From an optimization exercise on the open Yosys and OpenROAD flow, aimed at small area and a short achievable clock period; shortcuts taken in it are not production practice. RTL that was checked went through simulation tests only; none was proved equivalent to the original.

==> inputs of juniper <==
==> flow/design.v <==
module timer
#(
    parameter ADDR_WIDTH    = 32   ,
    parameter DATA_WIDTH    = 32
)
(
    input                    clk               ,
    input                    rstn              ,
    output logic             slave_rdy         ,
    output logic  [3:0]      timer_int         ,
    input [ADDR_WIDTH-1:0]   raddr             ,
    input                    re                ,
    output logic  [DATA_WIDTH-1:0]   rdata             ,
    input [DATA_WIDTH/8-1:0] rsel              ,
    input [ADDR_WIDTH-1:0]   waddr             ,
    input                    we                ,
    input [DATA_WIDTH-1:0]   wdata             ,
    input [DATA_WIDTH/8-1:0] wsel
);
logic [3:0][31:0] nlc;
logic [3:0][31:0] ncnt;
logic [3:0]       lcv;
logic [3:0]       cv;
logic [3:0][2:0]  ctrl;
logic [3:0]       en_d;
logic [3:0]       expf;
logic [3:0]       zq;     
logic [3:0]       lcz;    
logic [3:0]       raw;
logic             re_d1;
logic             we_d1;
wire [5:0] widx = waddr[7:2];
wire [5:0] ridx = raddr[7:2];
logic [3:0] wr_lc, wr_ctrl;
assign wr_lc[0]   = we & (widx == 6'd0);
assign wr_ctrl[0] = we & (widx == 6'd2);
assign wr_lc[1]   = we & (widx == 6'd5);
assign wr_ctrl[1] = we & (widx == 6'd7);
assign wr_lc[2]   = we & (widx == 6'd10);
assign wr_ctrl[2] = we & (widx == 6'd12);
assign wr_lc[3]   = we & (widx == 6'd15);
assign wr_ctrl[3] = we & (widx == 6'd17);
wire [31:0] nwdata = ~wdata;
wire        wz     = (wdata == 32'd0);
logic [3:0] clr;
wire clr_all = re & (ridx == 6'd41);
assign clr[0] = re & (ridx == 6'd3);
assign clr[1] = re & (ridx == 6'd8);
assign clr[2] = re & (ridx == 6'd13);
assign clr[3] = re & (ridx == 6'd18);
logic [3:0] ist;
assign ist[0] = raw[0] & ~ctrl[0][2];
assign ist[1] = raw[1] & ~ctrl[1][2];
assign ist[2] = raw[2] & ~ctrl[2][2];
assign ist[3] = raw[3] & ~ctrl[3][2];
assign timer_int = ist;
genvar n;
generate
for (n = 0; n < 4; n = n + 1) begin : tm
  wire en   = ctrl[n][0];
  wire mode = ctrl[n][1];
  wire load = (en & ~en_d[n]) | zq[n];
  wire [31:0] q = ncnt[n];
  wire zq_next = load ? (mode & (~lcv[n] | lcz[n]))
                      : (en & cv[n] & (q == 32'hfffffffe));
  wire [7:0] g;
  for (genvar j = 0; j < 8; j = j + 1) begin : grp
    assign g[j] = &q[4*j+3:4*j];
  end
  wire [7:0] gz;
  assign gz[0] = 1'b1;
  assign gz[1] = g[0];
  assign gz[2] = g[0] & g[1];
  assign gz[3] = gz[2] & g[2];
  assign gz[4] = gz[2] & g[2] & g[3];
  assign gz[5] = gz[4] & g[4];
  assign gz[6] = gz[4] & g[4] & g[5];
  assign gz[7] = gz[6] & g[6];
  wire [31:0] z;
  for (genvar j = 0; j < 8; j = j + 1) begin : tog
    assign z[4*j]   = gz[j];
    assign z[4*j+1] = gz[j] & q[4*j];
    assign z[4*j+2] = gz[j] & q[4*j] & q[4*j+1];
    assign z[4*j+3] = gz[j] & q[4*j] & q[4*j+1] & q[4*j+2];
  end
  wire [31:0] t = z & {32{en}};
  wire sel_lc = load & mode & lcv[n];
  wire one    = load & mode & ~lcv[n];
  always @(posedge clk) begin
    if (wr_lc[n]) begin
      nlc[n] <= nwdata;
      lcz[n] <= wz;
    end
    ncnt[n] <= (nlc[n] & {32{sel_lc}}) | {32{one}} | ({32{~load}} & (q ^ t));
    en_d[n] <= en;
    expf[n] <= zq[n];
  end
  always @(posedge clk or negedge rstn) begin
    if (!rstn) begin
      lcv[n]  <= 1'b0;
      cv[n]   <= 1'b0;
      ctrl[n] <= 3'b0;
      raw[n]  <= 1'b0;
      zq[n]   <= 1'b0;
    end else begin
      if (wr_lc[n]) lcv[n] <= 1'b1;
      if (load) cv[n] <= 1'b1;
      if (wr_ctrl[n]) ctrl[n] <= wdata[2:0];
      if (!en) raw[n] <= 1'b0;
      else if (expf[n]) raw[n] <= 1'b1;
      else if (clr[n] | clr_all) raw[n] <= 1'b0;
      zq[n] <= zq_next;
    end
  end
end
endgenerate
wire [5:0] i = ridx;
wire [3:0] s_lc, s_cnt, s_ctrl, s_is;
assign s_lc[0]   = ~i[4] & ~i[3] & ~i[2] & ~i[1] & ~i[0];    
assign s_cnt[0]  = ~i[4] & ~i[3] & ~i[2] & ~i[1] &  i[0];    
assign s_ctrl[0] = ~i[4] & ~i[3] & ~i[2] &  i[1] & ~i[0];    
assign s_is[0]   = ~i[3] &  i[2] & ~i[1] & ~i[0];            
assign s_lc[1]   = ~i[3] &  i[2] & ~i[1] &  i[0];            
assign s_cnt[1]  = ~i[3] &  i[2] &  i[1] & ~i[0];            
assign s_ctrl[1] = ~i[3] &  i[2] &  i[1] &  i[0];            
assign s_is[1]   = ~i[5] &  i[3] & ~i[2] & ~i[1] &  i[0];    
assign s_lc[2]   = ~i[5] &  i[3] & ~i[2] &  i[1] & ~i[0];    
assign s_cnt[2]  =  i[3] & ~i[2] &  i[1] &  i[0];            
assign s_ctrl[2] =  i[3] &  i[2] & ~i[1] & ~i[0];            
assign s_is[2]   =  i[3] &  i[2] &  i[1] & ~i[0];            
assign s_lc[3]   =  i[3] &  i[2] &  i[1] &  i[0];            
assign s_cnt[3]  =  i[4] & ~i[1] & ~i[0];                    
assign s_ctrl[3] =  i[4] & ~i[1] &  i[0];                    
assign s_is[3]   =  i[4] &  i[1] &  i[0];                    
wire   s_ti      =  i[5] & ~i[1] & ~i[0];                    
wire   s_raw     =  i[5] &  i[1];                            
wire [3:0] g_lc  = s_lc & lcv;
wire [3:0] g_cnt = s_cnt & cv;
wire       ones  = |(s_cnt & ~cv);
logic [31:0] rd_next;
always @(*) begin
  rd_next = {32{ones}};
  for (int k = 0; k < 4; k = k + 1)
    rd_next = rd_next | (~nlc[k] & {32{g_lc[k]}}) | (~ncnt[k] & {32{g_cnt[k]}})
            | {29'b0, ctrl[k] & {3{s_ctrl[k]}}} | {31'b0, ist[k] & s_is[k]};
  rd_next[3:0] = rd_next[3:0] | (ist & {4{s_ti}}) | (raw & {4{s_raw}});
end
always @(posedge clk) rdata <= rd_next;
always @(posedge clk or negedge rstn) begin
  if (!rstn) begin
    re_d1 <= 1'b0;
    we_d1 <= 1'b0;
  end else begin
    re_d1 <= re;
    we_d1 <= we;
  end
end
assign slave_rdy = ~((re & ~re_d1) | (we & ~we_d1));
endmodule
==> flow/run.sh <==
#!/bin/bash
# synth_recipe.tcl (not shown) runs the flow's synth.tcl, then flattens the netlist and writes it again
# the make line also repeats each setting of config.mk as NAME=value (left out here)
make -C /OpenROAD-flow-scripts/flow DESIGN_CONFIG=/design/flow/config.mk WORK_HOME=/design/flow/orfs CLKGATE_MAP_FILE= SYNTH_SCRIPT=/design/flow/synth_recipe.tcl finish
==> flow/config.mk <==
export PLATFORM = sky130hd
export DESIGN_NAME = timer
export DESIGN_NICKNAME = timer
export VERILOG_FILES = /design/flow/design.v
export SDC_FILE = /design/flow/constraint.sdc
export NUM_CORES = 4
export LEC_CHECK = 0
export ABC_CLOCK_PERIOD_IN_PS = 2000
export CAP_MARGIN = 20
export CORE_MARGIN = 2
export CORE_UTILIZATION = 65
export CTS_BUF_LIST = sky130_fd_sc_hd__clkbuf_4 sky130_fd_sc_hd__clkbuf_8
export CTS_CLUSTER_SIZE = 30
export SETUP_SLACK_MARGIN = 1.7
export SLEW_MARGIN = 20
==> flow/constraint.sdc <==
create_clock -name core_clock -period 4.0 [get_ports {clk}]
set_input_delay 0.8000 -clock core_clock [delete_from_list [all_inputs] [get_ports {clk}]]
set_output_delay 0.8000 -clock core_clock [all_outputs]
set_load 0.01 [all_outputs]
==> umber: changes against juniper <==
--- a/flow/design.v
+++ b/flow/design.v
@@ -19,4 +19,4 @@
 );
-logic [3:0][31:0] nlc;
-logic [3:0][31:0] ncnt;
+logic [3:0][31:0] lc;
+logic [3:0][31:0] cnt;
 logic [3:0]       lcv;
@@ -42,4 +42,2 @@
 assign wr_ctrl[3] = we & (widx == 6'd17);
-wire [31:0] nwdata = ~wdata;
-wire        wz     = (wdata == 32'd0);
 logic [3:0] clr;
@@ -51,7 +49,4 @@
 logic [3:0] ist;
-assign ist[0] = raw[0] & ~ctrl[0][2];
-assign ist[1] = raw[1] & ~ctrl[1][2];
-assign ist[2] = raw[2] & ~ctrl[2][2];
-assign ist[3] = raw[3] & ~ctrl[3][2];
 assign timer_int = ist;
+wire wz = (wdata == 32'd0);
 genvar n;
@@ -62,8 +57,8 @@
   wire load = (en & ~en_d[n]) | zq[n];
-  wire [31:0] q = ncnt[n];
   wire zq_next = load ? (mode & (~lcv[n] | lcz[n]))
-                      : (en & cv[n] & (q == 32'hfffffffe));
+                      : (en & cv[n] & (cnt[n] == 32'd1));
+  wire [31:0] c = cnt[n];
   wire [7:0] g;
   for (genvar j = 0; j < 8; j = j + 1) begin : grp
-    assign g[j] = &q[4*j+3:4*j];
+    assign g[j] = ~|c[4*j+3:4*j];
   end
@@ -79,19 +74,25 @@
   wire [31:0] z;
-  for (genvar j = 0; j < 8; j = j + 1) begin : tog
+  for (genvar j = 0; j < 8; j = j + 1) begin : bor
     assign z[4*j]   = gz[j];
-    assign z[4*j+1] = gz[j] & q[4*j];
-    assign z[4*j+2] = gz[j] & q[4*j] & q[4*j+1];
-    assign z[4*j+3] = gz[j] & q[4*j] & q[4*j+1] & q[4*j+2];
+    assign z[4*j+1] = gz[j] & ~c[4*j];
+    assign z[4*j+2] = gz[j] & ~c[4*j] & ~c[4*j+1];
+    assign z[4*j+3] = gz[j] & ~c[4*j] & ~c[4*j+1] & ~c[4*j+2];
   end
-  wire [31:0] t = z & {32{en}};
+  wire [31:0] b = z & {32{en}};
+  wire raw_next  = en & (expf[n] | (raw[n] & ~(clr[n] | clr_all)));
+  wire mask_next = wr_ctrl[n] ? wdata[2] : ctrl[n][2];
   wire sel_lc = load & mode & lcv[n];
-  wire one    = load & mode & ~lcv[n];
+  wire one    = load & ~mode;
   always @(posedge clk) begin
     if (wr_lc[n]) begin
-      nlc[n] <= nwdata;
+      lc[n]  <= wdata;
       lcz[n] <= wz;
     end
-    ncnt[n] <= (nlc[n] & {32{sel_lc}}) | {32{one}} | ({32{~load}} & (q ^ t));
+    cnt[n] <= (lc[n] & {32{sel_lc}}) | {32{one}} | ({32{~load}} & (c ^ b));
     en_d[n] <= en;
     expf[n] <= zq[n];
+  end
+  always @(posedge clk or negedge rstn) begin
+    if (!rstn) zq[n] <= 1'b0;
+    else       zq[n] <= zq_next;
   end
@@ -103,3 +104,3 @@
       raw[n]  <= 1'b0;
-      zq[n]   <= 1'b0;
+      ist[n]  <= 1'b0;
     end else begin
@@ -108,6 +109,4 @@
       if (wr_ctrl[n]) ctrl[n] <= wdata[2:0];
-      if (!en) raw[n] <= 1'b0;
-      else if (expf[n]) raw[n] <= 1'b1;
-      else if (clr[n] | clr_all) raw[n] <= 1'b0;
-      zq[n] <= zq_next;
+      raw[n] <= raw_next;
+      ist[n] <= raw_next & ~mask_next;
     end
@@ -143,3 +142,3 @@
   for (int k = 0; k < 4; k = k + 1)
-    rd_next = rd_next | (~nlc[k] & {32{g_lc[k]}}) | (~ncnt[k] & {32{g_cnt[k]}})
+    rd_next = rd_next | (lc[k] & {32{g_lc[k]}}) | (cnt[k] & {32{g_cnt[k]}})
             | {29'b0, ctrl[k] & {3{s_ctrl[k]}}} | {31'b0, ist[k] & s_is[k]};
==> flow/flow/run.sh (new file) <==
#!/bin/bash
# Standard ORFS layout (the standard.sh) with these changes:
#  - port buffers start as buf_1 (repair_timing upsizes the critical ones);
#  - DONT_USE_CELLS is the platform's list plus the slow wide OR/NOR/AND/NAND
#    gates and the delay cells (flow/dont_use.txt), so synthesis maps to
#    faster gates and the resizer does not size port buffers into delay cells.
HERE=$(pwd)
DU=$(tr '\n' ' ' < "$HERE/flow/dont_use.txt")
bash standard.sh "BUFFER_PORTS_ARGS=-buffer_cell sky130_fd_sc_hd__buf_1" \
  "DONT_USE_CELLS=$DU" finish > standard.log 2>&1
==> flow/flow/dont_use.txt (new file) <==
sky130_fd_sc_hd__probe_p_8
sky130_fd_sc_hd__probec_p_8
sky130_fd_sc_hd__lpflow_bleeder_1
sky130_fd_sc_hd__lpflow_clkbufkapwr_1
sky130_fd_sc_hd__lpflow_clkbufkapwr_16
sky130_fd_sc_hd__lpflow_clkbufkapwr_2
sky130_fd_sc_hd__lpflow_clkbufkapwr_4
sky130_fd_sc_hd__lpflow_clkbufkapwr_8
sky130_fd_sc_hd__lpflow_clkinvkapwr_1
sky130_fd_sc_hd__lpflow_clkinvkapwr_16
sky130_fd_sc_hd__lpflow_clkinvkapwr_2
sky130_fd_sc_hd__lpflow_clkinvkapwr_4
sky130_fd_sc_hd__lpflow_clkinvkapwr_8
sky130_fd_sc_hd__lpflow_decapkapwr_12
sky130_fd_sc_hd__lpflow_decapkapwr_3
sky130_fd_sc_hd__lpflow_decapkapwr_4
sky130_fd_sc_hd__lpflow_decapkapwr_6
sky130_fd_sc_hd__lpflow_decapkapwr_8
sky130_fd_sc_hd__lpflow_inputiso0n_1
sky130_fd_sc_hd__lpflow_inputiso0p_1
sky130_fd_sc_hd__lpflow_inputiso1n_1
sky130_fd_sc_hd__lpflow_inputiso1p_1
sky130_fd_sc_hd__lpflow_inputisolatch_1
sky130_fd_sc_hd__lpflow_isobufsrc_1
sky130_fd_sc_hd__lpflow_isobufsrc_16
sky130_fd_sc_hd__lpflow_isobufsrc_2
sky130_fd_sc_hd__lpflow_isobufsrc_4
sky130_fd_sc_hd__lpflow_isobufsrc_8
sky130_fd_sc_hd__lpflow_isobufsrckapwr_16
sky130_fd_sc_hd__lpflow_lsbuf_lh_hl_isowell_tap_1
sky130_fd_sc_hd__lpflow_lsbuf_lh_hl_isowell_tap_2
sky130_fd_sc_hd__lpflow_lsbuf_lh_hl_isowell_tap_4
sky130_fd_sc_hd__lpflow_lsbuf_lh_isowell_4
sky130_fd_sc_hd__lpflow_lsbuf_lh_isowell_tap_1
sky130_fd_sc_hd__lpflow_lsbuf_lh_isowell_tap_2
sky130_fd_sc_hd__lpflow_lsbuf_lh_isowell_tap_4
sky130_fd_sc_hd__and4_1
sky130_fd_sc_hd__and4_2
sky130_fd_sc_hd__and4_4
sky130_fd_sc_hd__and4b_1
sky130_fd_sc_hd__and4b_2
sky130_fd_sc_hd__and4b_4
sky130_fd_sc_hd__and4bb_1
sky130_fd_sc_hd__and4bb_2
sky130_fd_sc_hd__and4bb_4
sky130_fd_sc_hd__clkdlybuf4s15_1
sky130_fd_sc_hd__clkdlybuf4s15_2
sky130_fd_sc_hd__clkdlybuf4s18_1
sky130_fd_sc_hd__clkdlybuf4s18_2
sky130_fd_sc_hd__clkdlybuf4s25_1
sky130_fd_sc_hd__clkdlybuf4s25_2
sky130_fd_sc_hd__clkdlybuf4s50_1
sky130_fd_sc_hd__clkdlybuf4s50_2
sky130_fd_sc_hd__dlygate4sd1_1
sky130_fd_sc_hd__dlygate4sd2_1
sky130_fd_sc_hd__dlygate4sd3_1
sky130_fd_sc_hd__dlymetal6s2s_1
sky130_fd_sc_hd__dlymetal6s4s_1
sky130_fd_sc_hd__dlymetal6s6s_1
sky130_fd_sc_hd__nand4_1
sky130_fd_sc_hd__nand4_2
sky130_fd_sc_hd__nand4_4
sky130_fd_sc_hd__nand4b_1
sky130_fd_sc_hd__nand4b_2
sky130_fd_sc_hd__nand4b_4
sky130_fd_sc_hd__nand4bb_1
sky130_fd_sc_hd__nand4bb_2
sky130_fd_sc_hd__nand4bb_4
sky130_fd_sc_hd__nor3_1
sky130_fd_sc_hd__nor3_2
sky130_fd_sc_hd__nor3_4
sky130_fd_sc_hd__nor3b_1
sky130_fd_sc_hd__nor3b_2
sky130_fd_sc_hd__nor3b_4
sky130_fd_sc_hd__nor4_1
sky130_fd_sc_hd__nor4_2
sky130_fd_sc_hd__nor4_4
sky130_fd_sc_hd__nor4b_1
sky130_fd_sc_hd__nor4b_2
sky130_fd_sc_hd__nor4b_4
sky130_fd_sc_hd__nor4bb_1
sky130_fd_sc_hd__nor4bb_2
sky130_fd_sc_hd__nor4bb_4
sky130_fd_sc_hd__or3_1
sky130_fd_sc_hd__or3_2
sky130_fd_sc_hd__or3_4
sky130_fd_sc_hd__or3b_1
sky130_fd_sc_hd__or3b_2
sky130_fd_sc_hd__or3b_4
sky130_fd_sc_hd__or4_1
sky130_fd_sc_hd__or4_2
sky130_fd_sc_hd__or4_4
sky130_fd_sc_hd__or4b_1
sky130_fd_sc_hd__or4b_2
sky130_fd_sc_hd__or4b_4
sky130_fd_sc_hd__or4bb_1
sky130_fd_sc_hd__or4bb_2
sky130_fd_sc_hd__or4bb_4
sky130_fd_sc_hd__fa_1
sky130_fd_sc_hd__fa_2
sky130_fd_sc_hd__fa_4
sky130_fd_sc_hd__ha_1
sky130_fd_sc_hd__ha_2
sky130_fd_sc_hd__ha_4
==> flow/standard.sh (new file) <==
#!/bin/bash
# synth_recipe.tcl (not shown) runs the flow's synth.tcl, then flattens the netlist and writes it again
# the make line also repeats each setting of config.mk as NAME=value (left out here)
make -C /OpenROAD-flow-scripts/flow DESIGN_CONFIG=/design/flow/config.mk WORK_HOME=/design/flow/orfs CLKGATE_MAP_FILE= SYNTH_SCRIPT=/design/flow/synth_recipe.tcl "${@:-finish}"
CTS_BUF_LIST = sky130_fd_sc_hd__clkbuf_16   (was sky130_fd_sc_hd__clkbuf_4 sky130_fd_sc_hd__clkbuf_8)
CTS_CLUSTER_DIAMETER = 80   (was unset)
CTS_CLUSTER_SIZE = 24   (was 30)
SETUP_SLACK_MARGIN = 1.9   (was 1.7)
removed: flow/run.sh
==> lagoon: changes against juniper <==
--- a/flow/design.v
+++ b/flow/design.v
@@ -19,4 +19,4 @@
 );
-logic [3:0][31:0] nlc;
-logic [3:0][31:0] ncnt;
+logic [3:0][31:0] lc;
+logic [3:0][31:0] cnt;
 logic [3:0]       lcv;
@@ -42,4 +42,2 @@
 assign wr_ctrl[3] = we & (widx == 6'd17);
-wire [31:0] nwdata = ~wdata;
-wire        wz     = (wdata == 32'd0);
 logic [3:0] clr;
@@ -56,2 +54,3 @@
 assign timer_int = ist;
+wire wz = (wdata == 32'd0);
 genvar n;
@@ -62,36 +61,39 @@
   wire load = (en & ~en_d[n]) | zq[n];
-  wire [31:0] q = ncnt[n];
   wire zq_next = load ? (mode & (~lcv[n] | lcz[n]))
-                      : (en & cv[n] & (q == 32'hfffffffe));
+                      : (en & cv[n] & (cnt[n] == 32'd1));
+  wire [31:0] c = cnt[n];
   wire [7:0] g;
   for (genvar j = 0; j < 8; j = j + 1) begin : grp
-    assign g[j] = &q[4*j+3:4*j];
+    assign g[j] = ~|c[4*j+3:4*j];
   end
-  wire [7:0] gz;
-  assign gz[0] = 1'b1;
-  assign gz[1] = g[0];
-  assign gz[2] = g[0] & g[1];
-  assign gz[3] = gz[2] & g[2];
-  assign gz[4] = gz[2] & g[2] & g[3];
-  assign gz[5] = gz[4] & g[4];
-  assign gz[6] = gz[4] & g[4] & g[5];
-  assign gz[7] = gz[6] & g[6];
-  wire [31:0] z;
-  for (genvar j = 0; j < 8; j = j + 1) begin : tog
-    assign z[4*j]   = gz[j];
-    assign z[4*j+1] = gz[j] & q[4*j];
-    assign z[4*j+2] = gz[j] & q[4*j] & q[4*j+1];
-    assign z[4*j+3] = gz[j] & q[4*j] & q[4*j+1] & q[4*j+2];
+  wire [7:0] ge;
+  assign ge[0] = en;
+  assign ge[1] = en & g[0];
+  assign ge[2] = en & g[0] & g[1];
+  assign ge[3] = ge[2] & g[2];
+  assign ge[4] = ge[2] & g[2] & g[3];
+  assign ge[5] = ge[4] & g[4];
+  assign ge[6] = ge[4] & g[4] & g[5];
+  assign ge[7] = ge[6] & g[6];
+  wire [31:0] b;
+  for (genvar j = 0; j < 8; j = j + 1) begin : bor
+    assign b[4*j]   = ge[j];
+    assign b[4*j+1] = ge[j] & ~c[4*j];
+    assign b[4*j+2] = ge[j] & ~c[4*j] & ~c[4*j+1];
+    assign b[4*j+3] = ge[j] & ~c[4*j] & ~c[4*j+1] & ~c[4*j+2];
   end
-  wire [31:0] t = z & {32{en}};
   wire sel_lc = load & mode & lcv[n];
-  wire one    = load & mode & ~lcv[n];
+  wire one    = load & ~mode;
   always @(posedge clk) begin
     if (wr_lc[n]) begin
-      nlc[n] <= nwdata;
+      lc[n]  <= wdata;
       lcz[n] <= wz;
     end
-    ncnt[n] <= (nlc[n] & {32{sel_lc}}) | {32{one}} | ({32{~load}} & (q ^ t));
+    cnt[n] <= (lc[n] & {32{sel_lc}}) | {32{one}} | ({32{~load}} & (c ^ b));
     en_d[n] <= en;
     expf[n] <= zq[n];
+  end
+  always @(posedge clk or negedge rstn) begin
+    if (!rstn) zq[n] <= 1'b0;
+    else       zq[n] <= zq_next;
   end
@@ -103,3 +105,2 @@
       raw[n]  <= 1'b0;
-      zq[n]   <= 1'b0;
     end else begin
@@ -111,3 +112,2 @@
       else if (clr[n] | clr_all) raw[n] <= 1'b0;
-      zq[n] <= zq_next;
     end
@@ -143,3 +143,3 @@
   for (int k = 0; k < 4; k = k + 1)
-    rd_next = rd_next | (~nlc[k] & {32{g_lc[k]}}) | (~ncnt[k] & {32{g_cnt[k]}})
+    rd_next = rd_next | (lc[k] & {32{g_lc[k]}}) | (cnt[k] & {32{g_cnt[k]}})
             | {29'b0, ctrl[k] & {3{s_ctrl[k]}}} | {31'b0, ist[k] & s_is[k]};
CORE_UTILIZATION = 55   (was 65)
CTS_BUF_LIST = unset   (was sky130_fd_sc_hd__clkbuf_4 sky130_fd_sc_hd__clkbuf_8)
CTS_CLUSTER_SIZE = unset   (was 30)
==> results.ini <==
[global_routing]
grt_max_degree = 46

[power_and_ir_drop]
switching_share_pct = 33.15
power_combinational_mw = 1.68

[timing]
fin_worst_skew_ps = 23.53

[die]
tapCellCount = 319

[routing]
vias = 13480

[status]
status = complete, no violations

Source of the figures above: umber

==> results.ini <==
[status]
status = complete, no violations

[timing]
fin_worst_skew_ps = 14.09

[power_and_ir_drop]
switching_share_pct = 30.20
power_combinational_mw = 1.85

[global_routing]
grt_max_degree = 43

[routing]
wl_met1_um = 20240

[synthesis]
synth_flop_cell = dfxtp_1

Source of the figures above: lagoon

==> results.ini <==
[global_routing]
grt_max_degree = 68

[timing]
fin_worst_skew_ps = 33.43

[power_and_ir_drop]
seq_power_share_pct = 49.7
switching_share_pct = 32.02
power_combinational_mw = 1.92

[routing]
vias = 12888

[status]
status = complete, no violations

Source of the figures above: juniper

For juniper and lagoon, only the layout was checked, not whether the RTL still works.

[separate check: timing with driven ports]
How much do the figures lean on ideal ports? The routed layouts below were timed once more, with nothing changed but the port constraints. Step 1 (the two cells are an assumption about what drives the block):
set clk [get_ports {clk}]
set_driving_cell -lib_cell sky130_fd_sc_hd__clkbuf_16 $clk
set_driving_cell -lib_cell sky130_fd_sc_hd__buf_2 [delete_from_list [all_inputs] $clk]
Step 2 moves the port delays by t, midway between the first and last clock arrival at a register: inputs arrive t later, outputs are due t later. That takes back most of the time a late clock gives input paths. Slacks: ideal ports / drivers / drivers and shift; pairs: ideal ports / drivers.
run | t, ns | setup slack, ns | worst data-port slew with drivers (ns) | pins driven straight from the clock port
juniper | 0.629 | 1.695 / 1.693 / 1.090 | 0.05 | 1
umber | 0.581 | 1.870 / 1.880 / 1.300 | 0.04 | 1
lagoon | 0.566 | 1.531 / 1.531 / 1.184 | 0.07 | 1
After both steps every run listed still meets setup and hold. The setup slack of juniper, which loses most, moves by -0.002 ns with the drivers and by -0.605 ns with both steps.
